Background: an optimization exercise with open tools, aiming at small area and a short achievable clock period. Do not read the settings as production practice. At most, simulation tests tie the RTL to the original design; equivalence was not proved. The RTL of runs 2 to 7 was laid out without a check of its function. No driver is modelled on the clock port, so clocking that relies on it looks cheaper here than on a real chip. Power is estimated from default activity; no workload was simulated.

==> design.v <==
module fifo29(
    input Clk,
    input [31:0] dataIn,
    input RD,
    input WR,
    input EN,
    input Rst,
    output reg [31:0] dataOut,
    output reg EMPTY,
    output reg FULL
);
reg [31:0] FIFO [7:0];
reg [7:0] rdPtr, wrPtr;
reg notEmpty, notFull;
reg [7:0] rdOk;
wire act = EN && !Rst;
wire rdGo = act && RD && notEmpty;
wire wrGo = act && WR && notFull;
wire [7:0] rdPtrInc = {rdPtr[6:0], rdPtr[7]};
wire [7:0] wrPtrInc = {wrPtr[6:0], wrPtr[7]};
wire lastWord = |(rdPtrInc & wrPtr);
wire lastSlot = |(wrPtrInc & rdPtr);
wire hold = !EN;
wire clear = EN && Rst;
wire [7:0] rdStep = rdGo ? rdPtrInc : rdPtr;
wire [7:0] wrStep = wrGo ? wrPtrInc : wrPtr;
wire emptyStep = (rdGo && !wrGo) ? lastWord : (wrGo ? 1'b0 : !notEmpty);
wire fullStep = (wrGo && !rdGo) ? lastSlot : (rdGo ? 1'b0 : !notFull);
wire emptyNext = (act & emptyStep) | clear | (hold & !notEmpty);
wire fullNext = (act & fullStep) | (hold & !notFull);
wire [7:0] rdPtrNext = ({8{act}} & rdStep) | ({8{hold}} & rdPtr) | {7'd0, clear};
always @(posedge Clk) begin
    rdPtr <= rdPtrNext;
    rdOk <= rdPtrNext & {8{!emptyNext}};
    wrPtr <= ({8{act}} & wrStep) | ({8{hold}} & wrPtr) | {7'd0, clear};
    notEmpty <= !emptyNext;
    notFull <= !fullNext;
    EMPTY <= emptyNext;
    FULL <= fullNext;
end
wire [7:0] wrSlot = {8{notFull}} & wrPtr;
wire [7:0] rdSlot = rdOk;
wire [31:0] wrEn [7:0];
wire [31:0] rdSel [7:0];
wire [31:0] rdHold;
genvar g, c;
generate
    for (c = 0; c < 2; c = c + 1) begin : gLane
        for (g = 0; g < 8; g = g + 1) begin : gWord
            fifo29_gate4 gw (.en(EN), .req(WR), .rst(Rst), .ok(wrSlot[g]), .y(wrEn[g][16*c]));
            fifo29_gate4 gr (.en(EN), .req(RD), .rst(Rst), .ok(rdSlot[g]), .y(rdSel[g][16*c]));
            assign wrEn[g][16*c+15:16*c+1] = {15{wrEn[g][16*c]}};
            assign rdSel[g][16*c+15:16*c+1] = {15{rdSel[g][16*c]}};
        end
        fifo29_nand4 gh (.en(EN), .req(RD), .rst(Rst), .ok(notEmpty), .y(rdHold[16*c]));
        assign rdHold[16*c+15:16*c+1] = {15{rdHold[16*c]}};
    end
endgenerate
integer i, b;
always @(posedge Clk) begin
    for (i = 0; i < 8; i = i + 1)
        for (b = 0; b < 32; b = b + 1)
            if (wrEn[i][b])
                FIFO[i][b] <= dataIn[b];
end
wire [31:0] rdData;
genvar k;
generate
    for (k = 0; k < 32; k = k + 1) begin : gBit
        wire n0, n1, n2;
        fifo29_aoi222 g0 (.a0(FIFO[0][k]), .s0(rdSel[0][k]), .a1(FIFO[1][k]), .s1(rdSel[1][k]), .a2(FIFO[2][k]), .s2(rdSel[2][k]), .y(n0));
        fifo29_aoi222 g1 (.a0(FIFO[3][k]), .s0(rdSel[3][k]), .a1(FIFO[4][k]), .s1(rdSel[4][k]), .a2(FIFO[5][k]), .s2(rdSel[5][k]), .y(n1));
        fifo29_aoi222 g2 (.a0(FIFO[6][k]), .s0(rdSel[6][k]), .a1(FIFO[7][k]), .s1(rdSel[7][k]), .a2(dataOut[k]), .s2(rdHold[k]), .y(n2));
        assign rdData[k] = ~(n0 & n1 & n2);
    end
endgenerate
always @(posedge Clk)
    dataOut <= rdData;
endmodule
module fifo29_aoi222(
    input a0, s0, a1, s1, a2, s2,
    output y
);
assign y = ~((a0 & s0) | (a1 & s1) | (a2 & s2));
endmodule
module fifo29_gate4(
    input en, req, rst, ok,
    output y
);
assign y = en & req & !rst & ok;
endmodule
module fifo29_nand4(
    input en, req, rst, ok,
    output y
);
assign y = !(en & req & !rst & ok);
endmodule
==> flow/run.sh <==
#!/bin/bash
# The standard layout (standard.sh), with these changes:
#  - plain buffers (buf_2) instead of delay buffers on the ports;
#  - a hand-built two-level clock tree, made by flow/pre_cts.tcl before CTS;
#  - any extra ORFS make variables listed one per line in flow/extra_args.txt.
# ORFS's own logs stay under orfs/logs; make's output goes to flow.log.
set -euo pipefail
here=$(pwd)
args=("BUFFER_PORTS_ARGS=-buffer_cell sky130_fd_sc_hd__buf_2" "PRE_CTS_TCL=$here/flow/pre_cts.tcl")
if [[ -f flow/extra_args.txt ]]; then
  while IFS= read -r line; do
    [[ -n "$line" ]] && args+=("$line")
  done < flow/extra_args.txt
fi
bash standard.sh "${args[@]}" finish > flow.log 2>&1
==> flow/mtree.tcl <==

# balanced k-means: points are {obj x y}; returns list of cluster index per point, and centers
proc bk_means {pts k iters} {
  set n [llength $pts]
  set sorted [lsort -real -index 1 $pts]
  set cx {}; set cy {}
  for {set c 0} {$c < $k} {incr c} {
    set s [lindex $sorted [expr {int(($c + 0.5) * $n / $k)}]]
    lappend cx [lindex $s 1]; lappend cy [lindex $s 2]
  }
  set cap [expr {int(ceil(1.05 * $n / $k))}]
  for {set iter 0} {$iter < $iters} {incr iter} {
    # all (point, cluster, distance) triples, greedily assigned shortest first under capacity
    set trip {}
    for {set i 0} {$i < $n} {incr i} {
      set p [lindex $pts $i]
      for {set c 0} {$c < $k} {incr c} {
        lappend trip [list $i $c [expr {abs([lindex $p 1]-[lindex $cx $c]) + abs([lindex $p 2]-[lindex $cy $c])}]]
      }
    }
    set asg [lrepeat $n -1]
    set cnt [lrepeat $k 0]
    foreach t [lsort -real -index 2 $trip] {
      lassign $t i c d
      if {[lindex $asg $i] >= 0 || [lindex $cnt $c] >= $cap} continue
      lset asg $i $c
      lset cnt $c [expr {[lindex $cnt $c] + 1}]
    }
    set sx [lrepeat $k 0.0]; set sy [lrepeat $k 0.0]
    for {set i 0} {$i < $n} {incr i} {
      set c [lindex $asg $i]; set p [lindex $pts $i]
      lset sx $c [expr {[lindex $sx $c] + [lindex $p 1]}]
      lset sy $c [expr {[lindex $sy $c] + [lindex $p 2]}]
    }
    for {set c 0} {$c < $k} {incr c} {
      if {[lindex $cnt $c] > 0} {
        lset cx $c [expr {[lindex $sx $c] / [lindex $cnt $c]}]
        lset cy $c [expr {[lindex $sy $c] / [lindex $cnt $c]}]
      }
    }
  }
  return [list $asg $cx $cy $cnt]
}

proc mt_buffer {block master name innet x y} {
  set net [odb::dbNet_create $block ${name}_net]
  $net setSigType CLOCK
  set b [odb::dbInst_create $block $master $name]
  [$b findITerm A] connect $innet
  [$b findITerm X] connect $net
  $b setLocation [expr {int($x) - [$master getWidth]/2}] [expr {int($y)}]
  $b setPlacementStatus PLACED
  $b setSourceType TIMING
  return $net
}

proc manual_clock_tree {nleaf nmid leafcell midcell} {
  set block [ord::get_db_block]
  set clknet [$block findNet Clk]
  set sinks {}
  foreach it [$clknet getITerms] {
    set inst [$it getInst]
    lassign [$inst getLocation] x y
    set m [$inst getMaster]
    lappend sinks [list $it [expr {$x + [$m getWidth]/2}] [expr {$y + [$m getHeight]/2}]]
  }
  lassign [bk_means $sinks $nleaf 30] asg cx cy cnt
  set leafm [[ord::get_db] findMaster $leafcell]
  set leafin [lrepeat $nleaf $clknet]
  if {$nmid > 0} {
    set midm [[ord::get_db] findMaster $midcell]
    set lpts {}
    for {set c 0} {$c < $nleaf} {incr c} { lappend lpts [list $c [lindex $cx $c] [lindex $cy $c]] }
    lassign [bk_means $lpts $nmid 30] masg mx my mcnt
    set midnets {}
    for {set m 0} {$m < $nmid} {incr m} {
      lappend midnets [mt_buffer $block $midm clkbuf_mid_$m $clknet [lindex $mx $m] [lindex $my $m]]
    }
    for {set c 0} {$c < $nleaf} {incr c} { lset leafin $c [lindex $midnets [lindex $masg $c]] }
    puts "manual clock tree: mids $mcnt"
  }
  set leafnets {}
  for {set c 0} {$c < $nleaf} {incr c} {
    lappend leafnets [mt_buffer $block $leafm clkbuf_leaf_$c [lindex $leafin $c] [lindex $cx $c] [lindex $cy $c]]
  }
  for {set i 0} {$i < [llength $sinks]} {incr i} {
    set it [lindex [lindex $sinks $i] 0]
    $it disconnect
    $it connect [lindex $leafnets [lindex $asg $i]]
  }
  $clknet setSigType CLOCK
  puts "manual clock tree: [llength $sinks] sinks, $nleaf leaves, counts $cnt"
}
==> flow/pre_cts.tcl <==
# Hook run by ORFS before CTS: build a shallow clock tree by hand (port -> 4 middle
# buffers -> 16 leaf buffers -> flip-flops). TritonCTS then finds the clock already
# buffered and leaves it alone.
source [file join [file dirname [info script]] mtree.tcl]
manual_clock_tree 16 4 sky130_fd_sc_hd__clkbuf_16 sky130_fd_sc_hd__clkbuf_16
==> standard.sh <==
#!/bin/bash
# synth_recipe.tcl (not shown) runs the flow's synth.tcl, then flattens the netlist and writes it again
# the make line also repeats each setting of config.mk as NAME=value (left out here)
make -C /OpenROAD-flow-scripts/flow DESIGN_CONFIG=/design/flow/config.mk WORK_HOME=/design/flow/orfs CLKGATE_MAP_FILE= SYNTH_SCRIPT=/design/flow/synth_recipe.tcl "${@:-finish}"
==> config.mk <==
export PLATFORM = sky130hd
export DESIGN_NAME = fifo29
export DESIGN_NICKNAME = fifo29
export VERILOG_FILES = /design/flow/design.v
export SDC_FILE = /design/flow/constraint.sdc
export NUM_CORES = 4
export LEC_CHECK = 0
export CAP_MARGIN = 20
export CORE_MARGIN = 2
export CORE_UTILIZATION = 50
export SETUP_SLACK_MARGIN = 1.6
export SLEW_MARGIN = 20
export SYNTH_HIERARCHICAL = 1
export SYNTH_MINIMUM_KEEP_SIZE = 0
export TNS_END_PERCENT = 0
==> constraint.sdc <==
create_clock -name core_clock -period 3.0 [get_ports {Clk}]
set_input_delay 0.6000 -clock core_clock [delete_from_list [all_inputs] [get_ports {Clk}]]
set_output_delay 0.6000 -clock core_clock [all_outputs]
set_load 0.01 [all_outputs]
==> impl_metrics.toml, run 1 <==
[critical_path]
setup.worst_path.start_class = "input port"
path_class = "input port to flip-flop"
rr_startpoint = "notFull$_DFF_P_"
rrSetupSlack_ns = 1.52
reg2reg_to = "FIFO[6][23]$_DFFE_PP_"
crit_fanout = 32
crit_path_end_kind = "flip-flop"
required_ns = 3.23
critPathArrivalTime_ns = 1.72
worst_r2r_path_depth = 3

[cells_and_area]
finalInstanceArea_um2 = 12600
seq_area_um2 = 8890
nets = 709
drive_gt1_frac = 0.221
postLayoutCoreUtil = 0.581
fillers = 1603
area.growth.synth_to_final_pct = 14.6
multi_input_area_um2 = 2170

[sta]
hold_viol = 0
max_clock_freq_mhz = 674
slew_headroom = 0.674
skew_ns = 0.0405
maxSlewViolCount = 0
rsz0062_at_grt = "yes"
final-setup-viol-count = 0
period_minus_slack_ns = 1.48
finalCritPeriodShare = 0.495
whs_ns = 0.458
tns_ns = 0
worst_slew_pin_slew_ns = 0.489

[synth]
synth_edf_count = 256
synthArstFlopShare = 0
synth_top_cell_area_share = 0.700
ys_ff_latch = 316
synthDominantAreaCellType = "edfxtp_1"
synthesis.nets = 599
syn_area_per_cell_um2 = 19.6
netlist_area_um2 = 11000
syn_inst = 562
synthFlopType = "edfxtp_1"
synth_cell_type_count = 31
yosys-top-cells-area = "edfxtp_1 (70%), dfxtp_1 (11%), a222oi_1 (8.7%), and4b_1 (2.9%), nand3_1 (1.5%)"
ys_warn_count = 9
synth-seq-area-share = 0.809

[hold_path]
whs_path_depth = 2
hp-class = "flip-flop to flip-flop"
min_to = "dataOut[6]$_DFF_P_"
hp-start = "FIFO[4][6]$_DFFE_PP_"

[routing]
antenna_left = 0
drtIter0Drc = 894
wl_per_cell_um = 26.4
vias = 6224
routed_wirelength_um = 25100
drt-vias-per-instance = 6.54
drtPass1Iterations = 9
drcViolationCount = 0

[flow_run]
maxCapViolCount = 0

[global_routing]
grt_pass1_vias = 6342
antenna_found_initial = 2
track_usage = 0.208
grt_max_degree = 33
grt_first_pass_wirelength_um = 37800
globalRoute.totalOverflow = 0

[place]
place_congestion = 0.777
hpwl_um = 13900
portBuffers = 70
dpl_cell_area_um2 = 11800

[floorplanning]
start_util = 0.507
die_area_um2 = 23200
rows = 54
die_x_um = 152
core_um2 = 21700
ios = 71
die_h_um = 152

[power]
power.total_mw = 8.51
p_leak_nw = 4.15
irDropWorstVdd_v = 0.000571
p_per_area_nw_per_um2 = 676

[cts]
cts.hold.buffers_added = 0
clk_pin_slew_ns = 0.08
cts_setup_buffers = 0
worstSkewPairLatency_ns = 0.33

[outcome]
status = "timing/DRC/antenna clean"
==> worst max-delay path: stages <==
cell and delay (ns):
buf_12 0.15, buf_6 0.16, nand2b_4 0.16, nor3_4 0.21
nand4_2 0.22, a21boi_1 0.21
==> state kept, by name (all words and copies together) (netlist names) <==
signal and count:
FIFO 256, dataOut 32, rdOk 8, rdPtr 8
wrPtr 8, EMPTY 1, FULL 1, notEmpty 1
notFull 1
==> modules after synthesis (local to each module, per instance) <==
| module | flip-flops and latches | copies in the design | area (µm²) | cells |
|---|---|---|---|---|
| fifo29_aoi222 | 0 | 96 | 10.0 | 1 |
| fifo29_nand4 | 0 | 2 | 8.76 | 1 |
| fifo29 | 316 | 1 | 9690 | 432 |
| fifo29_gate4 | 0 | 32 | 10.0 | 1 |
==> cells in the mapped netlist, drive strengths merged (3+ instances only) <==
cell type and count:
nand2b 3, dfxtp 60, edfxtp 256, a21oi 5
a22oi 17, buf 5, and2 10, nand3 33
and4b 32, inv 4, nand2 7, a22o 5
o2bb2ai 9, a21boi 8, a222oi 96
==> kinds of logic (layout without fill, tap and decap cells) <==
family,Yosys count,in the layout,share of synthesized area
compound gates,144,144,0.125
simple gates,93,96,0.0609
other cells,0,1,0
flops,316,316,0.809
buf+inv,9,114,0.00478
==> routing by layer <==
metal  vias to the layer above  wire (µm)  global-route usage
met5                         -         13                   0
met4                         2        495              0.0472
met3                        42       1870              0.0247
met2                       278      12800               0.375
met1                      3141       9870               0.272
li1                       2761          -                   -
==> metrics by stage <==
step / cells / setup WS [ns]
6_report: 951 / 1.52
5_1_grt: 950 / 1.42
4_1_cts: 950 / 1.24
3_5_place_dp: 927 / 0.620
3_3_place_gp: 927 / 0.736
2_1_floorplan: 562 / 1.36
==> cells in the final DEF, fill, tap and decap left out, types with 2 or more instances in the layout <==
| cell type | n |
|---|---|
| a22o_1 | 5 |
| a21boi_1 | 8 |
| and4b_2 | 3 |
| nor2_1 | 2 |
| o2bb2ai_2 | 6 |
| and4b_4 | 15 |
| buf_6 | 11 |
| nand2b_1 | 2 |
| nand2_1 | 6 |
| a22oi_1 | 15 |
| and2_1 | 9 |
| o2bb2ai_1 | 3 |
| buf_8 | 3 |
| dfxtp_1 | 59 |
| nand3_1 | 33 |
| buf_2 | 67 |
| inv_1 | 3 |
| and4b_1 | 16 |
| a22oi_2 | 2 |
| a222oi_1 | 96 |
| clkbuf_16 | 20 |
| nand4b_1 | 2 |
| a21oi_1 | 3 |
| buf_12 | 8 |
| edfxtp_1 | 256 |
==> how the worst max path moves through the flow <==
stage,depth (start not counted),startpoint,to,slack (ns)
3_3_place_gp,4,Rst,dataOut[19]$_DFF_P_,0.74
6_report,6,Rst,rdOk[6]$_DFF_P_,1.52
2_1_floorplan,3,Rst,dataOut[0]$_DFF_P_,1.36
4_1_cts,5,Rst,dataOut[4]$_DFF_P_,1.24
5_1_grt,6,Rst,rdOk[6]$_DFF_P_,1.42
3_5_place_dp,4,Rst,dataOut[4]$_DFF_P_,0.62
==> timing repair <==
item | in CTS | in global routing
pin swaps | 4 | 0
gates resized for setup | 81 | 1
endpoints found under the setup margin | 316 | 321
cloned | 3 | 0
==> final cells by class, without the clock buffers <==
type	count	share of cell area
timing repair buffer	90	0.0533
tap	280	0.0278
sequential	316	0.706
antenna	1	0.000199
multi-input combinational	240	0.172
inverter	4	0.00119
==> report_power, final <==
part / internal, mW / switching [mW]
Combinational: 0.441 / 0.471
Clock: 1.19 / 1.19
Sequential: 5.01 / 0.202
Total: 6.65 / 1.87
==> inputs of run 2 (changes only) <==
--- a/design.v
+++ b/design.v
@@ -42,3 +42,3 @@
 wire [7:0] rdSlot = rdOk;
-wire [31:0] wrEn [7:0];
+wire [7:0] wrEn = wrSlot;
 wire [31:0] rdSel [7:0];
@@ -49,5 +49,3 @@
         for (g = 0; g < 8; g = g + 1) begin : gWord
-            fifo29_gate4 gw (.en(EN), .req(WR), .rst(Rst), .ok(wrSlot[g]), .y(wrEn[g][16*c]));
             fifo29_gate4 gr (.en(EN), .req(RD), .rst(Rst), .ok(rdSlot[g]), .y(rdSel[g][16*c]));
-            assign wrEn[g][16*c+15:16*c+1] = {15{wrEn[g][16*c]}};
             assign rdSel[g][16*c+15:16*c+1] = {15{rdSel[g][16*c]}};
@@ -58,8 +56,7 @@
 endgenerate
-integer i, b;
+integer i;
 always @(posedge Clk) begin
     for (i = 0; i < 8; i = i + 1)
-        for (b = 0; b < 32; b = b + 1)
-            if (wrEn[i][b])
-                FIFO[i][b] <= dataIn[b];
+        if (wrEn[i])
+            FIFO[i] <= dataIn;
 end
==> flow/pre_cts.tcl (replaced) <==
# Hook run by ORFS before CTS: build a shallow clock tree by hand (port -> 4 middle
# buffers -> 12 leaf buffers -> flip-flops). TritonCTS then finds the clock already
# buffered and leaves it alone.
source [file join [file dirname [info script]] mtree.tcl]
manual_clock_tree 12 4 sky130_fd_sc_hd__clkbuf_16 sky130_fd_sc_hd__clkbuf_16
==> run 2 against run 1 <==
Still clean. Cell count is 3.2% lower. Sequential cell count stayed put. Routed wire length is 1.0% higher. Synthesized area is 1.5% lower. Worst hold slack better by 0.019 ns. Design area is 3.2% lower. Critical path depth is 2 lower. Clock skew is 0.0045 ns lower. Register-to-register slack better by 0.04 ns.
==> impl_metrics.toml, run 2 <==
[global_routing]
grt_first_pass_wirelength_um = 36500
antenna_found_initial = 2
track_usage = 0.216
globalRoute.totalOverflow = 0
grt_max_degree = 37
grt_pass1_vias = 5869

[critical_path]
reg2reg_to = "FIFO[4][14]$_DFFE_PP_"
path_class = "input port to flip-flop"
setup.worst_path.start_class = "input port"
crit_fanout = 38
crit_path_end_kind = "flip-flop"
worst_r2r_path_depth = 2
crit_start = "Rst"
rrSetupSlack_ns = 1.56
setup.worst_path.end = "dataOut[15]$_DFF_P_"
crit_family = "simple AND/OR/NAND/NOR gates"
required_ns = 3.17
crit_buf_inv = 1
path_depth = 4
slowest_delay_ns = 0.45
crit_chain = "buf_12, and4b_4, a222oi_1, nand3_1"
rr_startpoint = "wrPtr[4]$_DFF_P_"
critPathArrivalTime_ns = 1.69
critPathSlowestCell = "a222oi_1"

[cells_and_area]
reg_top3 = "FIFO (256), dataOut (32)"
nets = 683
layout_common_cells = "edfxtp_1 (256), a222oi_1 (96), buf_2 (67)"
regMostFlops = "FIFO"
final_common_cell = "edfxtp_1"
drive_gt1_frac = 0.225
largest_reg_flops = 256
postLayoutCoreUtil = 0.576
area.growth.synth_to_final_pct = 12.6

[sta]
worst_slew_pin_slew_ns = 0.435
hold_viol = 0
whs_ns = 0.477
finalCritPeriodShare = 0.505
tns_ns = 0
worst_slack_ns = 1.48
skew_ns = 0.0360
maxSlewViolCount = 0
period_minus_slack_ns = 1.52
slew_headroom = 0.710
final-setup-viol-count = 0
rsz0062_at_grt = "yes"
max_clock_freq_mhz = 660

[routing]
wl_per_cell_um = 27.5
drcViolationCount = 0
routed_wirelength_um = 25300
drtIter0Drc = 1004
drt-vias-per-instance = 6.65
vias = 6128
antenna_left = 0
drtPass1Iterations = 9

[power]
p_sw_frac = 0.231
p_leak_nw = 4.00
intPower_mw = 6.62
power.total_mw = 8.61
power.share.clock = 0.249
switchingPower_mw = 1.99
p_per_area_nw_per_um2 = 706
seq_power_share = 0.631
pwr-share-comb = 0.120
irDropWorstVdd_v = 0.000522

[synth]
syn_area_per_cell_um2 = 19.8
synth_edf_count = 256
ys_ff_latch = 316
synthesis.nets = 583
synthMostInstantiatedCell = "edfxtp_1"
ys_warn_count = 9
synth_cell_type_count = 31
synthDominantAreaCellType = "edfxtp_1"
synth_top_cell_area_share = 0.710
synth_common_cells = "edfxtp_1 (256), a222oi_1 (96), dfxtp_1 (60), nand3_1 (33), and4b_1 (16)"
synth-seq-area-share = 0.821
synthFlopType = "edfxtp_1"
yosys-top-cells-area = "edfxtp_1 (71%), dfxtp_1 (11%), a222oi_1 (8.9%), nand3_1 (1.5%), and4b_1 (1.5%)"
syn_inst = 546
synthArstFlopShare = 0
netlist_area_um2 = 10800

[flow_run]
maxCapViolCount = 0

[place]
pre_cts_ws_ns = 0.566
portBuffers = 70
hpwl_um = 13800
place_congestion = 0.840

[floorplanning]
core_um2 = 21200
die_x_um = 151
die_h_um = 151
ios = 71
rows = 53
die_area_um2 = 22900
start_util = 0.512

[cts]
cts_setup_buffers = 0
clk_pin_slew_ns = 0.10
worstSkewPairLatency_ns = 0.32

[outcome]
status = "timing/DRC/antenna clean"

[hold_path]
hp-class = "flip-flop to flip-flop"
==> run 2: changes by cell type after synthesis, sizes merged <==
| cell | before | now |
|---|---|---|
| and4b | 32 | 16 |
==> run 2: final cells by class, without the clock buffers <==
cell class	instances	area, µm²
diodes	2	5.00
fillers	1604	8960
inverters	4	15.0
multi-input cells	225	2020
flip-flops and latches	316	8890
well taps	275	344
repair buffers	83	514
==> run 2: how the worst min path moves through the flow <==
stage | startpoint | endpoint | slack (ns) | cells past startpoint
after CTS | FIFO[4][10]$_DFFE_PP_ | dataOut[10]$_DFF_P_ | 0.46 | 2
after detailed placement | FIFO[4][10]$_DFFE_PP_ | dataOut[10]$_DFF_P_ | 0.46 | 2
after floorplan | FIFO[4][0]$_DFFE_PP_ | dataOut[0]$_DFF_P_ | 0.44 | 2
after global routing | FIFO[4][26]$_DFFE_PP_ | dataOut[26]$_DFF_P_ | 0.49 | 2
after global placement | FIFO[4][5]$_DFFE_PP_ | dataOut[5]$_DFF_P_ | 0.45 | 2
final | FIFO[4][26]$_DFFE_PP_ | dataOut[26]$_DFF_P_ | 0.48 | 2
==> run 2: what timing repair did <==
item | 4_1_cts | 5_1_grt
gates cloned | 2 | 2
hold buffers | 0 | 0
pin swaps | 2 | 5
resized for setup | 38 | 25
hold endpoints to repair | 0 | 0
setup endpoints to repair | 248 | 284
==> run 2: per-module statistics from Yosys, one instance, submodules excluded <==
module         cells  copies in the design
fifo29_gate4       1                    16
fifo29_nand4       1                     2
fifo29           432                     1
fifo29_aoi222      1                    96
==> run 2: layer usage <==
layer	up-vias	routed length, µm	part of all wire	track usage
met1	3153	10400	0.41	0.319
met5	-	0	0	0
li1	2664	-	-	-
met4	0	411	0.016	0.0341
met3	28	2280	0.090	0.0232
met2	283	12200	0.48	0.357
==> run 2: power by group through the flow <==
stage	Clock (mW)	Combinational, mW	Sequential [mW]
after floorplan	0	0.463	5.57
after global placement	0	0.981	5.51
after detailed placement	0	1.02	5.52
after CTS	1.69	1.03	5.53
after global routing	2.34	1.13	5.47
final	2.15	1.03	5.43
==> run 2: kinds of logic after synthesis <==
| group | count (synthesis) | share of synthesized area |
|---|---|---|
| AO/OA/AOI/OAI | 144 | 0.127 |
| AND/OR/NAND/NOR | 77 | 0.0470 |
| flip-flops | 316 | 0.821 |
| buffers and inverters | 9 | 0.00485 |
==> run 2: per-stage QoR <==
step	cell area, µm²	cells
2_1_floorplan	10800	546
3_3_place_gp	11600	899
3_5_place_dp	11600	899
4_1_cts	12100	917
5_1_grt	12200	919
6_report	12200	921
==> run 2: worst min-delay path, cell delays in order, from the launching register on <==
cell and delay, ns:
edfxtp_1 0.33, a222oi_1 0.07, nand3_1 0.06
==> inputs of run 3 (changes only) <==
--- a/config.mk
+++ b/config.mk
@@ -9,3 +9,3 @@
 export CORE_MARGIN = 2
-export CORE_UTILIZATION = 50
+export CORE_UTILIZATION = 55
 export SETUP_SLACK_MARGIN = 1.6
==> run 3 against run 2 <==
Highest routed layer is now met5. First-iteration DRC count down 18%. Sequential share of layout area decreased by 0.81 points. Synthesized area unchanged. Die area fell by 8.9%. Sequential power about the same. Utilization is 5.9 points higher. Routed wire length fell by 1.3%. Cell count down 0.33%. Maximum frequency decreased by 0.71%. Largest cell class unchanged.
==> impl_metrics.toml, run 3 <==
[cells_and_area]
layout_common_cells = "edfxtp_1 (256), a222oi_1 (96), buf_2 (67)"
multi_input_area_um2 = 1990
fillers = 1423
drive_gt1_frac = 0.233
regMostFlops = "FIFO"
final_common_cell = "edfxtp_1"
postLayoutCoreUtil = 0.636
largest_reg_flops = 256
reg_top3 = "FIFO (256), dataOut (32)"
seq_area_um2 = 8890
nets = 691
area.growth.synth_to_final_pct = 13.9

[synth]
synthDominantAreaCellType = "edfxtp_1"
ys_warn_count = 9
synth_edf_count = 256
synth-seq-area-share = 0.821
synthFlopType = "edfxtp_1"
yosys-top-cells-area = "edfxtp_1 (71%), dfxtp_1 (11%), a222oi_1 (8.9%), nand3_1 (1.5%), and4b_1 (1.5%)"
ys_ff_latch = 316
synth_cell_type_count = 31
synth_common_cells = "edfxtp_1 (256), a222oi_1 (96), dfxtp_1 (60), nand3_1 (33), and4b_1 (16)"
synthesis.nets = 583
syn_area_per_cell_um2 = 19.8
synthMostInstantiatedCell = "edfxtp_1"
syn_inst = 546
netlist_area_um2 = 10800
synthArstFlopShare = 0
synth_top_cell_area_share = 0.710

[critical_path]
crit_family = "buffers and inverters"
critPathArrivalTime_ns = 1.71
crit_path_end_kind = "flip-flop"
rrSetupSlack_ns = 1.52
crit_fanout = 8
required_ns = 3.18
crit_buf_inv = 3
crit_chain = "buf_16, nand4b_1, buf_6, buf_12, a222oi_1, nand3_1"
slowest_delay_ns = 0.37
path_class = "input port to flip-flop"
setup.worst_path.start_class = "input port"
critPathSlowestCell = "a222oi_1"

[routing]
top_layer_used = "met5"
route.met3.wl_um = 2360
drtIter0Drc = 819
wl_met2_um = 11800
drtPass1Iterations = 7
wl_met1_um = 10400
drcViolationCount = 0
antenna_left = 0
routed_wirelength_um = 25000
wl_per_cell_um = 27.3
drt-vias-per-instance = 6.68
vias = 6131

[cts]
worstSkewPairLatency_ns = 0.32
clk_pin_slew_ns = 0.10
cts.hold.buffers_added = 0

[global_routing]
globalRoute.totalOverflow = 0
grt_pass1_vias = 6025
grt_first_pass_wirelength_um = 36000
track_usage = 0.232
grt_max_degree = 37
antenna_found_initial = 1

[floorplanning]
die_area_um2 = 20800
die_h_um = 144
ios = 71
rows = 51
core_um2 = 19400
die_x_um = 144
start_util = 0.558

[sta]
finalCritPeriodShare = 0.509
slew_headroom = 0.726
tns_ns = 0
skew_ns = 0.0363
final-setup-viol-count = 0
period_minus_slack_ns = 1.53
worst_slew_pin_slew_ns = 0.410
max_clock_freq_mhz = 655
hold_viol = 0
rsz0062_at_grt = "yes"
maxSlewViolCount = 0

[outcome]
status = "timing/DRC/antenna clean"

[hold_path]
hp-class = "flip-flop to flip-flop"

[power]
p_leak_nw = 4.08
seq_power_share = 0.628
power.share.clock = 0.249
pwr-share-comb = 0.123
p_sw_frac = 0.230
switchingPower_mw = 1.99
intPower_mw = 6.64
irDropWorstVdd_v = 0.000447
p_per_area_nw_per_um2 = 700

[place]
place_congestion = 0.735
portBuffers = 70
hpwl_um = 13700

[flow_run]
maxCapViolCount = 0
==> run 3: per-stage QoR <==
step | setup slack, ns | hold WS [ns] | power [mW] | instance area [µm²] | instances
2_1_floorplan | 1.35 | 0.445 | 6.03 | 10800 | 546
3_3_place_gp | 0.634 | 0.449 | 6.49 | 11600 | 891
3_5_place_dp | 0.578 | 0.456 | 6.54 | 11600 | 891
4_1_cts | 1.20 | 0.457 | 8.25 | 12100 | 909
5_1_grt | 1.42 | 0.493 | 8.93 | 12300 | 917
6_report | 1.47 | 0.470 | 8.63 | 12300 | 918
==> run 3: per-module statistics from Yosys (local to each module, per instance) <==
| module | flip-flops and latches | area, µm² |
|---|---|---|
| fifo29 | 316 | 9690 |
| fifo29_aoi222 | 0 | 10.0 |
| fifo29_gate4 | 0 | 10.0 |
| fifo29_nand4 | 0 | 8.76 |
==> run 3: final cells by class, without the clock buffers <==
class,instances,share of cell area
multi-input cells,223,0.162
well taps,265,0.0269
repair buffers,93,0.0562
flip-flops and latches,316,0.721
diodes,1,0.000203
inverters,4,0.00122
==> run 3: worst paths after layout <==
kind | cells after the start | start | to
setup / recovery | 6 | Rst | dataOut[28]$_DFF_P_
hold / removal | 2 | FIFO[1][25]$_DFFE_PP_ | dataOut[25]$_DFF_P_
setup reg to reg | 5 | notEmpty$_DFF_P_ | dataOut[28]$_DFF_P_
hold reg to reg | 2 | FIFO[1][25]$_DFFE_PP_ | dataOut[25]$_DFF_P_
==> run 3: logic make-up (layout without fill, tap and decap cells) <==
family / count (synthesis) / count (layout) / synth area share
buffers and inverters: 9 / 113 / 0.00485
AND/OR/NAND/NOR: 77 / 79 / 0.0470
AO/OA/AOI/OAI: 144 / 144 / 0.127
other: 0 / 1 / 0
flip-flops: 316 / 316 / 0.821
==> run 3: power groups by stage <==
stage | Clock (mW) | Sequential, mW | Combinational [mW]
2_1_floorplan | 0 | 5.57 | 0.463
3_3_place_gp | 0 | 5.49 | 1.00
3_5_place_dp | 0 | 5.51 | 1.03
4_1_cts | 1.69 | 5.52 | 1.04
5_1_grt | 2.31 | 5.46 | 1.16
6_report | 2.15 | 5.42 | 1.06
==> run 3: routing by layer <==
metal,global-route usage,up-vias
met2,0.382,283
met3,0.0285,33
met5,0,-
met1,0.344,3142
li1,-,2671
met4,0.0388,2
==> run 3: timing repair <==
item / 4_1_cts / 5_1_grt
pin swaps: 2 / 2
gates cloned: 2 / 4
resized for setup: 42 / 24
setup endpoints to repair: 279 / 305
setup buffers: 0 / 4
==> run 3: worst reg2reg max path, stage by stage (launching register included) <==
cell and delay, ns:
dfxtp_4 0.41, nand4b_1 0.12, buf_6 0.16, buf_12 0.15, a222oi_1 0.37, nand3_1 0.14
==> inputs of run 4 (changes only) <==
--- a/design.v
+++ b/design.v
@@ -14,3 +14,3 @@
 reg notEmpty, notFull;
-reg [7:0] rdOk;
+reg [7:0] rdOk, wrOk;
 wire act = EN && !Rst;
@@ -31,2 +31,3 @@
 wire [7:0] rdPtrNext = ({8{act}} & rdStep) | ({8{hold}} & rdPtr) | {7'd0, clear};
+wire [7:0] wrPtrNext = ({8{act}} & wrStep) | ({8{hold}} & wrPtr) | {7'd0, clear};
 always @(posedge Clk) begin
@@ -34,3 +35,4 @@
     rdOk <= rdPtrNext & {8{!emptyNext}};
-    wrPtr <= ({8{act}} & wrStep) | ({8{hold}} & wrPtr) | {7'd0, clear};
+    wrPtr <= wrPtrNext;
+    wrOk <= wrPtrNext & {8{!fullNext}};
     notEmpty <= !emptyNext;
@@ -40,3 +42,3 @@
 end
-wire [7:0] wrSlot = {8{notFull}} & wrPtr;
+wire [7:0] wrSlot = wrOk;
 wire [7:0] rdSlot = rdOk;
--- a/config.mk
+++ b/config.mk
@@ -9,3 +9,3 @@
 export CORE_MARGIN = 2
-export CORE_UTILIZATION = 55
+export CORE_UTILIZATION = 50
 export SETUP_SLACK_MARGIN = 1.6
==> run 4 against run 3 <==
Still clean on timing, DRC and antenna. Sequential power up 4.1%. Sequential cell count up 8. Via count up 0.85%. Largest power group unchanged.
==> impl_metrics.toml, run 4 <==
[outcome]
status = "timing/DRC/antenna clean"

[critical_path]
slowest_delay_ns = 0.45
critPathSlowestCell = "a222oi_1"
crit_fanout = 19
required_ns = 3.17
path_class = "input port to flip-flop"
critPathArrivalTime_ns = 1.75
crit_path_end_kind = "flip-flop"
setup.worst_path.start_class = "input port"
crit_buf_inv = 2
crit_chain = "buf_16, and4b_4, buf_12, a222oi_1, nand3_1"
crit_family = "compound AO/OA/AOI/OAI gates"

[power]
power.share.clock = 0.239
seq_power_share = 0.631
pwr-share-comb = 0.129
irDropWorstVdd_v = 0.000320
p_per_area_nw_per_um2 = 711
p_leak_nw = 4.23
p_sw_frac = 0.232
switchingPower_mw = 2.07
intPower_mw = 6.86

[synth]
synth_top_cell_area_share = 0.700
synthMostInstantiatedCell = "edfxtp_1"
synthDominantAreaCellType = "edfxtp_1"
synthesis.nets = 599
synth_cell_type_count = 35
ys_ff_latch = 324
synth_edf_count = 256
synth-seq-area-share = 0.824
netlist_area_um2 = 11000
synthArstFlopShare = 0
syn_area_per_cell_um2 = 19.5
yosys-top-cells-area = "edfxtp_1 (70%), dfxtp_1 (12%), a222oi_1 (8.8%), nand3_1 (1.5%), and4b_1 (1.5%)"
synth_common_cells = "edfxtp_1 (256), a222oi_1 (96), dfxtp_1 (68), nand3_1 (33)"
synthFlopType = "edfxtp_1"
syn_inst = 562
ys_warn_count = 9

[sta]
worst_slew_pin_slew_ns = 0.603
hold_viol = 0
max_clock_freq_mhz = 634
slew_headroom = 0.598
finalCritPeriodShare = 0.526
tns_ns = 0
final-setup-viol-count = 0
period_minus_slack_ns = 1.58
rsz0062_at_grt = "yes"
maxSlewViolCount = 0
whs_ns = 0.482
skew_ns = 0.0239

[routing]
drcViolationCount = 0
drt-vias-per-instance = 6.47
drtIter0Drc = 913
vias = 6183
routed_wirelength_um = 24900
drtPass1Iterations = 8
antenna_left = 0
wl_per_cell_um = 26.1

[cells_and_area]
fillers = 1664
nets = 713
final_common_cell = "edfxtp_1"
largest_reg_flops = 256
regMostFlops = "FIFO"
area.growth.synth_to_final_pct = 14.4
drive_gt1_frac = 0.211
layout_common_cells = "edfxtp_1 (256), a222oi_1 (96), buf_2 (67)"
reg_top3 = "FIFO (256), dataOut (32)"

[place]
portBuffers = 70
hpwl_um = 12600
place_congestion = 0.799

[cts]
cts.hold.buffers_added = 0
clk_pin_slew_ns = 0.09
worstSkewPairLatency_ns = 0.31

[floorplanning]
die_x_um = 152
core_um2 = 21700
start_util = 0.506
ios = 71
die_area_um2 = 23200
rows = 54
die_h_um = 152

[hold_path]
hp-class = "flip-flop to flip-flop"

[global_routing]
grt.busiest_layer = "met2"
grt_max_degree = 33
use_met1 = 0.303
globalRoute.totalOverflow = 0
track_usage = 0.207
grt_first_pass_wirelength_um = 37300
grt_pass1_vias = 6097
grt_util_met2 = 0.343
use_met3 = 0.0247
antenna_found_initial = 2

[flow_run]
maxCapViolCount = 0
## run 4: cell count changes after synthesis, sizes merged, moves of 2 or more
| cell | before | now |
|---|---|---|
| a22o | 5 | 1 |
| a21oi | 5 | 8 |
| and4 | 0 | 5 |
| nand2b | 3 | 0 |
| nor2b | 0 | 17 |
| a21boi | 8 | 0 |
| nand2 | 7 | 5 |
| and2 | 10 | 1 |
| o22ai | 1 | 3 |
| dfxtp | 60 | 68 |
| clkbuf | 0 | 3 |
## run 4: cell type report, without the clock buffers
cell class,instances,area (µm²),area share
tap,280,350,0.0279
multi-input combinational,226,1900,0.152
antenna,1,2.50,0.000199
inverter,5,21.3,0.00169
sequential,324,9050,0.721
timing repair buffer,103,832,0.0662
## run 4: worst paths after layout
check	slack, ns	endpoint	from	cells after the start
setup / recovery	1.42	dataOut[2]$_DFF_P_	Rst	5
hold / removal	0.48	dataOut[28]$_DFF_P_	FIFO[4][28]$_DFFE_PP_	2
setup reg to reg	1.49	dataOut[2]$_DFF_P_	rdOk[3]$_DFF_P_	4
hold reg to reg	0.48	dataOut[28]$_DFF_P_	FIFO[4][28]$_DFFE_PP_	2
## run 4: per-layer routing
| metal | up-vias | share of wire | routed length, µm |
|---|---|---|---|
| met5 | - | 0.00052 | 13 |
| met4 | 2 | 0.024 | 605 |
| met3 | 46 | 0.083 | 2070 |
| met2 | 264 | 0.48 | 11900 |
| met1 | 3143 | 0.42 | 10400 |
| li1 | 2728 | - | - |
## run 4: power groups by stage
| stage | logic (mW) | registers, mW | clock network [mW] |
|---|---|---|---|
| floorplan | 0.431 | 5.87 | 0 |
| global placement | 1.09 | 5.72 | 0 |
| detailed placement | 1.12 | 5.73 | 0 |
| CTS | 1.16 | 5.74 | 1.70 |
| global route | 1.26 | 5.68 | 2.32 |
| finish | 1.15 | 5.64 | 2.14 |
## run 4: Yosys stat by module, one instance, submodules excluded
module         flip-flops and latches  cells  times used  cell area, µm²
fifo29_aoi222                       0      1          96            10.0
fifo29_gate4                        0      1          16            10.0
fifo29                            324    448           1            9840
fifo29_nand4                        0      1           2            8.76
## run 4: repair_timing
item | in CTS | in global routing
resized for setup | 34 | 15
buffers inserted | 3 | 3
cloned | 5 | 0
setup endpoints to repair | 68 | 85
pin swaps | 6 | 11
## run 4: cell families after synthesis
| logic type | after synthesis | synth area share |
|---|---|---|
| flops | 324 | 0.824 |
| compound gates | 141 | 0.118 |
| simple gates | 85 | 0.0528 |
| buf+inv | 12 | 0.00501 |
## run 4: tightest hold or removal path, cell delays in order (launching register included)
cell      delay (ns)
edfxtp_1        0.33
a222oi_1        0.06
nand3_1         0.06
## run 4: per-stage QoR
stage / utilization / std cells / setup WS, ns / power [mW] / instance area, µm²
finish: 0.579 / 955 / 1.42 / 8.93 / 12600
global route: 0.579 / 954 / 1.41 / 9.26 / 12600
CTS: 0.577 / 951 / 1.14 / 8.61 / 12500
detailed placement: 0.544 / 927 / 0.581 / 6.86 / 11800
global placement: 0.544 / 927 / 0.705 / 6.81 / 11800
floorplan: - / 562 / 1.36 / 6.30 / 11000
==> inputs of run 5 (changes only) <==
--- a/design.v
+++ b/design.v
@@ -14,25 +14,23 @@
 reg notEmpty, notFull;
-reg [7:0] rdOk, wrOk;
+reg [7:0] rdOk;
 wire act = EN && !Rst;
-wire rdGo = act && RD && notEmpty;
-wire wrGo = act && WR && notFull;
+wire hold = !EN;
+wire clear = EN && Rst;
 wire [7:0] rdPtrInc = {rdPtr[6:0], rdPtr[7]};
 wire [7:0] wrPtrInc = {wrPtr[6:0], wrPtr[7]};
-wire lastWord = |(rdPtrInc & wrPtr);
-wire lastSlot = |(wrPtrInc & rdPtr);
-wire hold = !EN;
-wire clear = EN && Rst;
-wire [7:0] rdStep = rdGo ? rdPtrInc : rdPtr;
-wire [7:0] wrStep = wrGo ? wrPtrInc : wrPtr;
-wire emptyStep = (rdGo && !wrGo) ? lastWord : (wrGo ? 1'b0 : !notEmpty);
-wire fullStep = (wrGo && !rdGo) ? lastSlot : (rdGo ? 1'b0 : !notFull);
-wire emptyNext = (act & emptyStep) | clear | (hold & !notEmpty);
-wire fullNext = (act & fullStep) | (hold & !notFull);
-wire [7:0] rdPtrNext = ({8{act}} & rdStep) | ({8{hold}} & rdPtr) | {7'd0, clear};
-wire [7:0] wrPtrNext = ({8{act}} & wrStep) | ({8{hold}} & wrPtr) | {7'd0, clear};
+wire oneWord = notEmpty & |(rdPtrInc & wrPtr);
+wire oneSlot = notFull & |(wrPtrInc & rdPtr);
+wire r = RD & notEmpty;
+wire w = WR & notFull;
+wire emptyAct = !w & (!notEmpty | (RD & oneWord));
+wire fullAct = !r & (!notFull | (WR & oneSlot));
+wire [7:0] rdPtrAct = r ? rdPtrInc : rdPtr;
+wire [7:0] wrPtrAct = w ? wrPtrInc : wrPtr;
+wire [7:0] rdOkAct = r ? (rdPtrInc & {8{w | !oneWord}}) : (rdPtr & {8{w | notEmpty}});
+wire emptyNext = (act & emptyAct) | clear | (hold & !notEmpty);
+wire fullNext = (act & fullAct) | (hold & !notFull);
 always @(posedge Clk) begin
-    rdPtr <= rdPtrNext;
-    rdOk <= rdPtrNext & {8{!emptyNext}};
-    wrPtr <= wrPtrNext;
-    wrOk <= wrPtrNext & {8{!fullNext}};
+    rdPtr <= ({8{act}} & rdPtrAct) | ({8{hold}} & rdPtr) | {7'd0, clear};
+    wrPtr <= ({8{act}} & wrPtrAct) | ({8{hold}} & wrPtr) | {7'd0, clear};
+    rdOk <= ({8{act}} & rdOkAct) | ({8{hold}} & rdOk);
     notEmpty <= !emptyNext;
@@ -42,5 +40,5 @@
 end
-wire [7:0] wrSlot = wrOk;
+wire [7:0] wrSlot = {8{notFull}} & wrPtr;
 wire [7:0] rdSlot = rdOk;
-wire [7:0] wrEn = wrSlot;
+wire [31:0] wrEn [7:0];
 wire [31:0] rdSel [7:0];
@@ -51,3 +49,5 @@
         for (g = 0; g < 8; g = g + 1) begin : gWord
+            fifo29_gate4 gw (.en(EN), .req(WR), .rst(Rst), .ok(wrSlot[g]), .y(wrEn[g][16*c]));
             fifo29_gate4 gr (.en(EN), .req(RD), .rst(Rst), .ok(rdSlot[g]), .y(rdSel[g][16*c]));
+            assign wrEn[g][16*c+15:16*c+1] = {15{wrEn[g][16*c]}};
             assign rdSel[g][16*c+15:16*c+1] = {15{rdSel[g][16*c]}};
@@ -58,7 +58,8 @@
 endgenerate
-integer i;
+integer i, b;
 always @(posedge Clk) begin
     for (i = 0; i < 8; i = i + 1)
-        if (wrEn[i])
-            FIFO[i] <= dataIn;
+        for (b = 0; b < 32; b = b + 1)
+            if (wrEn[i][b])
+                FIFO[i][b] <= dataIn[b];
 end
--- a/config.mk
+++ b/config.mk
@@ -9,3 +9,3 @@
 export CORE_MARGIN = 2
-export CORE_UTILIZATION = 50
+export CORE_UTILIZATION = 55
 export SETUP_SLACK_MARGIN = 1.6
==> run 5 against run 4 <==
Register-to-register slack improved by 0.06 ns. Combinational power shrank 18%. Design area up 1.8%. Largest power group unchanged. Maximum frequency grew 6.0%. Global-route usage is 2.9 points higher. Still clean on timing, DRC and antenna. Routed wire length up 5.1%. Synthesized area increased by 0.72%.
==> impl_metrics.toml, run 5 <==
[hold_path]
hp-start = "FIFO[4][27]$_DFFE_PP_"
whs_path_depth = 2
min_to = "dataOut[27]$_DFF_P_"
hp-class = "flip-flop to flip-flop"

[routing]
drtIter0Drc = 971
routed_wirelength_um = 26200
drcViolationCount = 0
antenna_left = 0
wl_per_cell_um = 27.3
drtPass1Iterations = 6
drt-vias-per-instance = 6.69
vias = 6440

[cts]
clk_pin_slew_ns = 0.10
worstSkewPairLatency_ns = 0.33

[global_routing]
grt_pass1_vias = 6429
grt_max_degree = 35
track_usage = 0.237
antenna_found_initial = 1
grt_first_pass_wirelength_um = 38600
globalRoute.totalOverflow = 0

[sta]
slew_headroom = 0.668
worst_slack_ns = 1.51
period_minus_slack_ns = 1.49
whs_ns = 0.446
finalCritPeriodShare = 0.496
final-setup-viol-count = 0
maxSlewViolCount = 0
tns_ns = 0
max_clock_freq_mhz = 672
worst_slew_pin_slew_ns = 0.499
skew_ns = 0.0392
rsz0062_at_grt = "yes"
hold_viol = 0

[synth]
synthFlopType = "edfxtp_1"
synth_xor_area_frac = 0
ys_ff_latch = 316
synth_top_cell_area_share = 0.695
synthArstFlopShare = 0
synth-simple-area-share = 0.0561
syn_area_per_cell_um2 = 19.4
synth_top_family_by_area = "compound AO/OA/AOI/OAI gates"
yosys-top-cells-area = "edfxtp_1 (70%), dfxtp_1 (11%), a222oi_1 (8.7%), and4b_1 (2.9%), nand3_1 (1.4%)"
synthDominantAreaCellType = "edfxtp_1"
synth_common_cells = "edfxtp_1 (256), a222oi_1 (96), dfxtp_1 (60), and4b_1 (32), nand3_1 (32)"
synthesis.nets = 608
synth-compound-area-share = 0.128
synth_edf_count = 256
syn_inst = 571
synth_mux_area_frac = 0.00724
synth-seq-area-share = 0.804
synth_adder_area_share = 0
synthMostInstantiatedCell = "edfxtp_1"
synth_cell_type_count = 29
netlist_area_um2 = 11100
ys_warn_count = 9

[power]
power.share.clock = 0.257
pwr-share-comb = 0.114
p_per_area_nw_per_um2 = 646
p_sw_frac = 0.221
switchingPower_mw = 1.82
p_leak_nw = 4.28
irDropWorstVdd_v = 0.000556
intPower_mw = 6.44
power.total_mw = 8.26
seq_power_share = 0.629

[critical_path]
crit_start = "RD"
crit_family = "simple AND/OR/NAND/NOR gates"
path_class = "input port to flip-flop"
reg2reg_to = "EMPTY$_DFF_P_"
rrSetupSlack_ns = 1.55
setup.worst_path.start_class = "input port"
rr_startpoint = "rdPtr[5]$_DFF_P_"
crit_fanout = 22
critPathArrivalTime_ns = 1.65
worst_r2r_path_depth = 4
required_ns = 3.16
crit_path_end_kind = "flip-flop"
crit_buf_inv = 1
slowest_delay_ns = 0.42
critPathSlowestCell = "and4b_2"
crit_chain = "buf_8, and4b_2, a222oi_1, nand3_1"

[floorplanning]
core_um2 = 19600
die_area_um2 = 21300
rows = 51
die_h_um = 146
start_util = 0.564
ios = 71
die_x_um = 146

[place]
dpl.cell_count = 921
hpwl_um = 14100
pre_cts_ws_ns = 0.687
portBuffers = 70
place_congestion = 0.788

[cells_and_area]
regMostFlops = "FIFO"
layout_common_cells = "edfxtp_1 (256), a222oi_1 (96), buf_2 (66)"
nets = 736
reg_top3 = "FIFO (256), dataOut (32)"
area.growth.synth_to_final_pct = 15.7
finalNonFillerCells = 962
drive_gt1_frac = 0.255
largest_reg_flops = 256
n_antenna_cell = 0
final_common_cell = "edfxtp_1"

[flow_run]
maxCapViolCount = 0

[outcome]
status = "timing/DRC/antenna clean"
-- run 5: cell count changes in the layout (fill, tap and decap cells not counted), sizes merged, moves of 4 or more --
cell	previous run	this run
and4b	16	34
nor2b	17	0
buf	101	114
and2	1	10
dfxtp	68	60
mux2i	0	8
o2bb2ai	10	18
and4	5	0
a21oi	8	4
nor2	1	5
-- run 5: cell families after synthesis --
family	after synthesis
DFF	316
buffers and inverters	10
muxes	8
AOI/OAI and AO/OA	147
and+or+nand+nor	90
-- run 5: timing repair --
action / in CTS / in global routing
endpoints found under the setup margin: 316 / 331
resized for setup: 76 / 27
cloned: 5 / 1
pin swaps: 15 / 11
setup buffers: 9 / 10
hold buffers: 0 / 0
-- run 5: power groups by stage --
stage | Sequential (mW) | Clock [mW] | Combinational (mW)
after global routing | 5.22 | 2.33 | 1.02
after global placement | 5.27 | 0 | 0.863
final | 5.19 | 2.12 | 0.944
after CTS | 5.29 | 1.69 | 0.936
after floorplan | 5.35 | 0 | 0.394
after detailed placement | 5.28 | 0 | 0.889
-- run 5: per-stage QoR --
stage | area, µm² | utilization
CTS | 12700 | 0.646
floorplan | 11100 | -
finish | 12800 | 0.653
global route | 12800 | 0.653
detailed placement | 11900 | 0.606
global placement | 11900 | 0.606
-- run 5: worst register-to-register path: stages, from the launching register on --
cell	delay (ns)
dfxtp_4	0.38
a22oi_2	0.17
nand4_1	0.18
a221o_2	0.46
a21boi_1	0.16
-- run 5: metal layers --
metal / vias to the layer above / global-route usage / wire [µm]
met5: - / 0 / 11
met1: 3302 / 0.338 / 11000
met2: 267 / 0.402 / 12800
li1: 2841 / - / -
met4: 2 / 0.0309 / 358
met3: 28 / 0.0364 / 2110
-- run 5: area by class of cell, without the clock buffers --
type	instances	area, µm²
Timing Repair Buffer	114	897
Multi-Input combinational cell	248	2230
Tap cell	265	332
Sequential cell	316	8920
Fill cell	1399	6800
Inverter	3	15.0
-- run 5: worst max-delay path by stage --
stage,end,slack [ns],cells after the start
after detailed placement,dataOut[7]$_DFF_P_,0.69,4
final,dataOut[5]$_DFF_P_,1.51,4
after global placement,dataOut[7]$_DFF_P_,0.73,4
after CTS,dataOut[30]$_DFF_P_,1.20,6
after global routing,dataOut[29]$_DFF_P_,1.49,6
after floorplan,dataOut[0]$_DFF_P_,1.36,3
-- run 5: modules after synthesis, one instance, submodules excluded --
module	cells	flops+latches	cell area, µm²
fifo29	441	316	9760
fifo29_gate4	1	0	10.0
fifo29_aoi222	1	0	10.0
fifo29_nand4	1	0	8.76
==> inputs of run 6 (changes only) <==
--- a/config.mk
+++ b/config.mk
@@ -9,3 +9,3 @@
 export CORE_MARGIN = 2
-export CORE_UTILIZATION = 55
+export CORE_UTILIZATION = 50
 export SETUP_SLACK_MARGIN = 1.6
==> run 6 against run 5 <==
Combinational power shrank 5.1%. Still clean on timing, DRC and antenna. Synthesized cell count is the same. Critical endpoint is now FIFO[4][6]$_DFFE_PP_. Clock power is essentially flat. First-iteration DRC count shrank 1.3%. Worst hold slack gained 0.024 ns.
==> impl_metrics.toml, run 6 <==
[outcome]
status = "timing/DRC/antenna clean"

[place]
pre_cts_ws_ns = 0.513
place_congestion = 0.811
portBuffers = 70
dpl_cell_area_um2 = 11900
hpwl_um = 14300

[floorplanning]
die_x_um = 153
rows = 54
start_util = 0.508
ios = 71
die_h_um = 153
die_area_um2 = 23300
core_um2 = 21800

[synth]
synth_top_cell_area_share = 0.695
synth_edf_count = 256
ys_ff_latch = 316
syn_area_per_cell_um2 = 19.4
syn_inst = 571
yosys-top-cells-area = "edfxtp_1 (70%), dfxtp_1 (11%), a222oi_1 (8.7%), and4b_1 (2.9%), nand3_1 (1.4%)"
synthesis.nets = 608
netlist_area_um2 = 11100
ys_warn_count = 9
synth_common_cells = "edfxtp_1 (256), a222oi_1 (96), dfxtp_1 (60), and4b_1 (32), nand3_1 (32)"
synthFlopType = "edfxtp_1"
synthMostInstantiatedCell = "edfxtp_1"
synthDominantAreaCellType = "edfxtp_1"
synthArstFlopShare = 0
synth_cell_type_count = 29
synth-seq-area-share = 0.804

[global_routing]
globalRoute.totalOverflow = 0
grt_first_pass_wirelength_um = 38200
antenna_found_initial = 1
grt_max_degree = 52
grt_pass1_vias = 6355
track_usage = 0.211

[sta]
period_minus_slack_ns = 1.49
finalCritPeriodShare = 0.497
tns_ns = 0
final-setup-viol-count = 0
slew_headroom = 0.708
worst_slew_pin_slew_ns = 0.439
whs_ns = 0.470
rsz0062_at_grt = "yes"
max_clock_freq_mhz = 671
maxSlewViolCount = 0
skew_ns = 0.0195
hold_viol = 0
worst_slack_ns = 1.51

[routing]
drtIter0Drc = 958
antenna_left = 0
drt-vias-per-instance = 6.60
drcViolationCount = 0
vias = 6350
routed_wirelength_um = 25500
wl_per_cell_um = 26.6
drtPass1Iterations = 8

[critical_path]
required_ns = 3.02
path_class = "flip-flop to flip-flop"
reg2reg_to = "FIFO[4][6]$_DFFE_PP_"
setup.worst_path.start_class = "flip-flop"
crit_start = "wrPtr[4]$_DFF_P_"
crit_path_end_kind = "flip-flop"
rrSetupSlack_ns = 1.51
critPathArrivalTime_ns = 1.51
crit_fanout = 10
worst_r2r_path_depth = 3
setup.worst_path.end = "FIFO[4][6]$_DFFE_PP_"
rr_startpoint = "wrPtr[4]$_DFF_P_"

[cells_and_area]
multi_input_area_um2 = 2200
largest_reg_flops = 256
layout_common_cells = "edfxtp_1 (256), a222oi_1 (96), buf_2 (66)"
finalInstanceArea_um2 = 12500
fillers = 1646
area.growth.synth_to_final_pct = 13.0
final_common_cell = "edfxtp_1"
postLayoutCoreUtil = 0.574
seq_area_um2 = 8890
nets = 720
reg_top3 = "FIFO (256), dataOut (32)"
drive_gt1_frac = 0.211
regMostFlops = "FIFO"

[cts]
worstSkewPairLatency_ns = 0.31
clk_pin_slew_ns = 0.10
cts.hold.buffers_added = 0

[hold_path]
hp-class = "flip-flop to flip-flop"
hp-start = "FIFO[4][6]$_DFFE_PP_"

[power]
p_leak_nw = 4.17
p_per_area_nw_per_um2 = 659
irDropWorstVdd_v = 0.000362

[flow_run]
maxCapViolCount = 0
==> run 6: critical path, cell delays in order (launching register included) <==
cell,delay [ns]
dfxtp_1,0.48
and2_1,0.19
and4b_4,0.36
buf_12,0.18
==> run 6: worst min-delay path by stage <==
stage,to,slack [ns],depth (start not counted)
final,dataOut[6]$_DFF_P_,0.47,2
after global routing,dataOut[6]$_DFF_P_,0.49,2
after CTS,dataOut[7]$_DFF_P_,0.46,2
after detailed placement,dataOut[7]$_DFF_P_,0.46,2
after global placement,dataOut[22]$_DFF_P_,0.45,2
after floorplan,rdOk[0]$_DFF_P_,0.44,1
==> run 6: kinds of logic after synthesis <==
kind of cell / share of synthesized area
flops: 0.804
compound gates: 0.128
simple gates: 0.0561
buf+inv: 0.00441
mux: 0.00724
==> run 6: power by group <==
part / total [mW] / internal [mW] / switching (mW)
clock: 2.13 / 0.965 / 1.17
sequential: 5.21 / 5.01 / 0.196
combinational: 0.896 / 0.436 / 0.461
==> run 6: layout make-up, without the clock buffers <==
type | instances | share of cell area
flip-flops and latches | 316 | 0.711
multi-input cells | 247 | 0.176
repair buffers | 99 | 0.0517
well taps | 280 | 0.0280
inverters | 3 | 0.000901
diodes | 1 | 0.000200
==> run 6: modules after synthesis (local to each module, per instance) <==
module	cell area, µm²	flip-flops and latches	times used
fifo29	9760	316	1
fifo29_nand4	8.76	0	2
fifo29_aoi222	10.0	0	96
fifo29_gate4	10.0	0	32
==> run 6: stage by stage <==
| step | power (mW) | cells |
|---|---|---|
| after floorplan | 5.74 | 571 |
| after global placement | 6.15 | 942 |
| after detailed placement | 6.18 | 942 |
| after CTS | 7.90 | 961 |
| after global routing | 8.54 | 961 |
| final | 8.23 | 962 |
==> run 6: what timing repair did <==
| item | CTS | global route |
|---|---|---|
| gates resized for setup | 42 | 5 |
| pin swaps | 6 | 2 |
| endpoints found under the setup margin | 316 | 333 |
| setup buffers | 1 | 0 |
| cloned | 2 | 0 |
==> run 6: per-layer routing <==
metal | vias to the layer above | routed length (µm) | global-route usage
li1 | 2808 | - | -
met1 | 3245 | 10700 | 0.310
met2 | 267 | 12400 | 0.353
met3 | 30 | 1920 | 0.0171
met4 | 0 | 529 | 0.0450
met5 | - | 0 | 0
==> inputs of run 7 (changes only) <==
--- a/design.v
+++ b/design.v
@@ -48,5 +48,8 @@
     for (c = 0; c < 2; c = c + 1) begin : gLane
+        wire reqRd, reqWr;
+        fifo29_req qr (.en(EN), .req(RD), .rst(Rst), .y(reqRd));
+        fifo29_req qw (.en(EN), .req(WR), .rst(Rst), .y(reqWr));
         for (g = 0; g < 8; g = g + 1) begin : gWord
-            fifo29_gate4 gw (.en(EN), .req(WR), .rst(Rst), .ok(wrSlot[g]), .y(wrEn[g][16*c]));
-            fifo29_gate4 gr (.en(EN), .req(RD), .rst(Rst), .ok(rdSlot[g]), .y(rdSel[g][16*c]));
+            fifo29_and2 gw (.a(reqWr), .b(wrSlot[g]), .y(wrEn[g][16*c]));
+            fifo29_and2 gr (.a(reqRd), .b(rdSlot[g]), .y(rdSel[g][16*c]));
             assign wrEn[g][16*c+15:16*c+1] = {15{wrEn[g][16*c]}};
@@ -54,3 +57,3 @@
         end
-        fifo29_nand4 gh (.en(EN), .req(RD), .rst(Rst), .ok(notEmpty), .y(rdHold[16*c]));
+        fifo29_nand2 gh (.a(reqRd), .b(notEmpty), .y(rdHold[16*c]));
         assign rdHold[16*c+15:16*c+1] = {15{rdHold[16*c]}};
@@ -85,13 +88,19 @@
 endmodule
-module fifo29_gate4(
-    input en, req, rst, ok,
+module fifo29_req(
+    input en, req, rst,
     output y
 );
-assign y = en & req & !rst & ok;
+assign y = en & req & !rst;
 endmodule
-module fifo29_nand4(
-    input en, req, rst, ok,
+module fifo29_and2(
+    input a, b,
     output y
 );
-assign y = !(en & req & !rst & ok);
+assign y = a & b;
 endmodule
+module fifo29_nand2(
+    input a, b,
+    output y
+);
+assign y = !(a & b);
+endmodule
==> run 7 against run 6 <==
Sequential power about the same. Design area decreased by 1.5%. Combinational power about the same. Still clean on timing, DRC and antenna. First-iteration DRC count decreased by 10%. Power increased by 0.22%. Cell count decreased by 1.7%. Global-route usage about the same.
==> impl_metrics.toml, run 7 <==
[outcome]
status = "timing/DRC/antenna clean"

[floorplanning]
die_h_um = 152
rows = 54
core_um2 = 21700
start_util = 0.505
die_x_um = 152
ios = 71
die_area_um2 = 23100

[place]
portBuffers = 70
place_congestion = 0.830
dpl.cell_count = 918
hpwl_um = 13800
pre_cts_ws_ns = 0.740

[global_routing]
track_usage = 0.211
grt_pass1_vias = 6268
antenna_found_initial = 0
globalRoute.totalOverflow = 0
grt_first_pass_wirelength_um = 37700
grt_max_degree = 29

[sta]
tns_ns = 0
period_minus_slack_ns = 1.68
skew_ns = 0.0302
maxSlewViolCount = 0
max_clock_freq_mhz = 596
final-setup-viol-count = 0
worst_slew_pin_slew_ns = 0.580
finalCritPeriodShare = 0.559
worst_slack_ns = 1.32
hold_viol = 0
slew_headroom = 0.611
rsz0062_at_grt = "yes"

[routing]
top_layer_used = "met4"
drtPass1Iterations = 7
wl_per_cell_um = 27.4
route.met3.wl_um = 2140
routed_wirelength_um = 26000
wl_met2_um = 12800
drt-vias-per-instance = 6.57
antenna_left = 0
wl_met1_um = 10500
vias = 6212
drtIter0Drc = 858
drcViolationCount = 0

[cells_and_area]
n_antenna_cell = 0
reg_top3 = "FIFO (256), dataOut (32)"
regMostFlops = "FIFO"
drive_gt1_frac = 0.224
layout_common_cells = "edfxtp_1 (256), a222oi_1 (96), buf_2 (67)"
largest_reg_flops = 256
fillers = 1673
postLayoutCoreUtil = 0.568
area.growth.synth_to_final_pct = 12.3
final_common_cell = "edfxtp_1"
finalNonFillerCells = 946
nets = 705

[synth]
synth_cell_type_count = 28
ys_warn_count = 9
synth_edf_count = 256
synth_common_cells = "edfxtp_1 (256), a222oi_1 (96), dfxtp_1 (60), and2_1 (41), nand3_1 (32)"
synth_top_cell_area_share = 0.701
syn_area_per_cell_um2 = 19.1
synthDominantAreaCellType = "edfxtp_1"
synthArstFlopShare = 0
synthMostInstantiatedCell = "edfxtp_1"
syn_inst = 575
synthFlopType = "edfxtp_1"
synthesis.nets = 612
yosys-top-cells-area = "edfxtp_1 (70%), dfxtp_1 (11%), a222oi_1 (8.8%), and2_1 (2.3%), nand3_1 (1.5%)"
ys_ff_latch = 316
synth-seq-area-share = 0.811
netlist_area_um2 = 11000

[cts]
clk_pin_slew_ns = 0.11
worstSkewPairLatency_ns = 0.32
cts.hold.buffers_added = 0

[power]
p_leak_nw = 4.07
p_per_area_nw_per_um2 = 670
power.total_mw = 8.25
irDropWorstVdd_v = 0.000329

[hold_path]
hp-class = "flip-flop to flip-flop"

[flow_run]
maxCapViolCount = 0

[critical_path]
crit_chain = "buf_12, and3b_2, and2_2, a222oi_1, nand3_1"
crit_fanout = 11
crit_family = "simple AND/OR/NAND/NOR gates"
required_ns = 3.19
crit_buf_inv = 1
critPathArrivalTime_ns = 1.86
critPathSlowestCell = "a222oi_1"
path_class = "input port to flip-flop"
crit_path_end_kind = "flip-flop"
setup.worst_path.start_class = "input port"
slowest_delay_ns = 0.38
[run 7: per-module statistics from Yosys, one instance, submodules excluded]
| module | area [µm²] | cells inside | flops+latches | copies in the design |
|---|---|---|---|---|
| fifo29_nand2 | 3.75 | 1 | 0 | 2 |
| fifo29_and2 | 6.26 | 1 | 0 | 32 |
| fifo29 | 9760 | 441 | 316 | 1 |
| fifo29_aoi222 | 10.0 | 1 | 0 | 96 |
| fifo29_req | 8.76 | 1 | 0 | 4 |
[run 7: cells by family after synthesis]
group	share of synthesized area
multiplexers	0.00730
AND/OR/NAND/NOR	0.0479
buffers and inverters	0.00445
flip-flops	0.811
AO/OA/AOI/OAI	0.130
[run 7: cell type report, without the clock buffers]
| type | instances | area, µm² | area share |
|---|---|---|---|
| Inverter | 3 | 15.0 | 0.00122 |
| Sequential cell | 316 | 8890 | 0.722 |
| Multi-Input combinational cell | 255 | 2200 | 0.179 |
| Timing Repair Buffer | 75 | 453 | 0.0368 |
| Tap cell | 280 | 350 | 0.0284 |
| Timing Repair inverter | 1 | 5.00 | 0.000406 |
[run 7: stage by stage]
stage	hold WS, ns	instance area, µm²
CTS	0.460	12300
floorplan	0.442	11000
finish	0.471	12300
global route	0.492	12300
global placement	0.451	11700
detailed placement	0.460	11700
[run 7: tightest hold or removal path, delay by kind of cell, from the launching register on]
kind	cells	cell delay (ns)
AO/OA/AOI/OAI	1	0.06
flip-flops	1	0.33
AND/OR/NAND/NOR	1	0.07
[run 7: repair_timing]
action,in CTS,in global routing
setup endpoints to repair,315,344
gates cloned,6,2
pin swaps,6,5
setup buffers,3,1
gates resized for setup,35,6
[run 7: final timing paths]
path | slack [ns] | end | from | cells after the start
min reg2reg | 0.47 | dataOut[12]$_DFF_P_ | FIFO[7][12]$_DFFE_PP_ | 2
max | 1.32 | dataOut[7]$_DFF_P_ | Rst | 5
min | 0.47 | dataOut[12]$_DFF_P_ | FIFO[7][12]$_DFFE_PP_ | 2
max reg2reg | 1.39 | EMPTY$_DFF_P_ | wrPtr[4]$_DFF_P_ | 4
[run 7: routing by layer]
metal  vias to the layer above  GRT usage
li1                       2714          -
met1                      3153      0.306
met2                       311      0.361
met3                        34     0.0177
met4                         0     0.0347
met5                         -          0
[run 7: power by group]
group / internal, mW / switching [mW] / leakage [nW]
clock: 0.966 / 1.18 / 0.197
combinational: 0.435 / 0.462 / 1.07
sequential: 5.01 / 0.199 / 2.80
total: 6.41 / 1.84 / 4.07

==> re-timing with driven ports <==
The flow's constraints put no driver on any port. The routed layouts listed below were extracted and timed again, unchanged, in two steps. Step 1: set_driving_cell puts a clkbuf_16 on Clk and a buf_2 on each other input, an assumption about the parent block. Step 2 adds t to the input delays and takes it off the output delays; t is the mean of the earliest and latest rising clock arrival at the registers after step 1. Input paths then give back, and output paths get back, about the clock's delay inside the block. Slacks: ideal / step 1 / step 2; pairs: ideal / step 1.
run	t (ns)	setup slack, ns	worst setup path at the end	pins driven straight from the clock port
run 1	0.393	1.515 / 1.436 / 1.153	input to register	4
run 2	0.395	1.484 / 1.451 / 1.119	input to register	4
run 3	0.393	1.473 / 1.438 / 1.044	input to register	4
run 4	0.406	1.423 / 1.365 / 0.959	input to register	4
run 5	0.405	1.512 / 1.420 / 1.064	input to register	4
run 6	0.400	1.511 / 1.417 / 1.128	input to register	4
run 7	0.403	1.322 / 1.333 / 0.930	input to register	4
After both steps setup and hold are still met in every run listed. The setup slack of run 4, which loses most, moves by -0.058 ns with the drivers and by -0.464 ns with both steps.
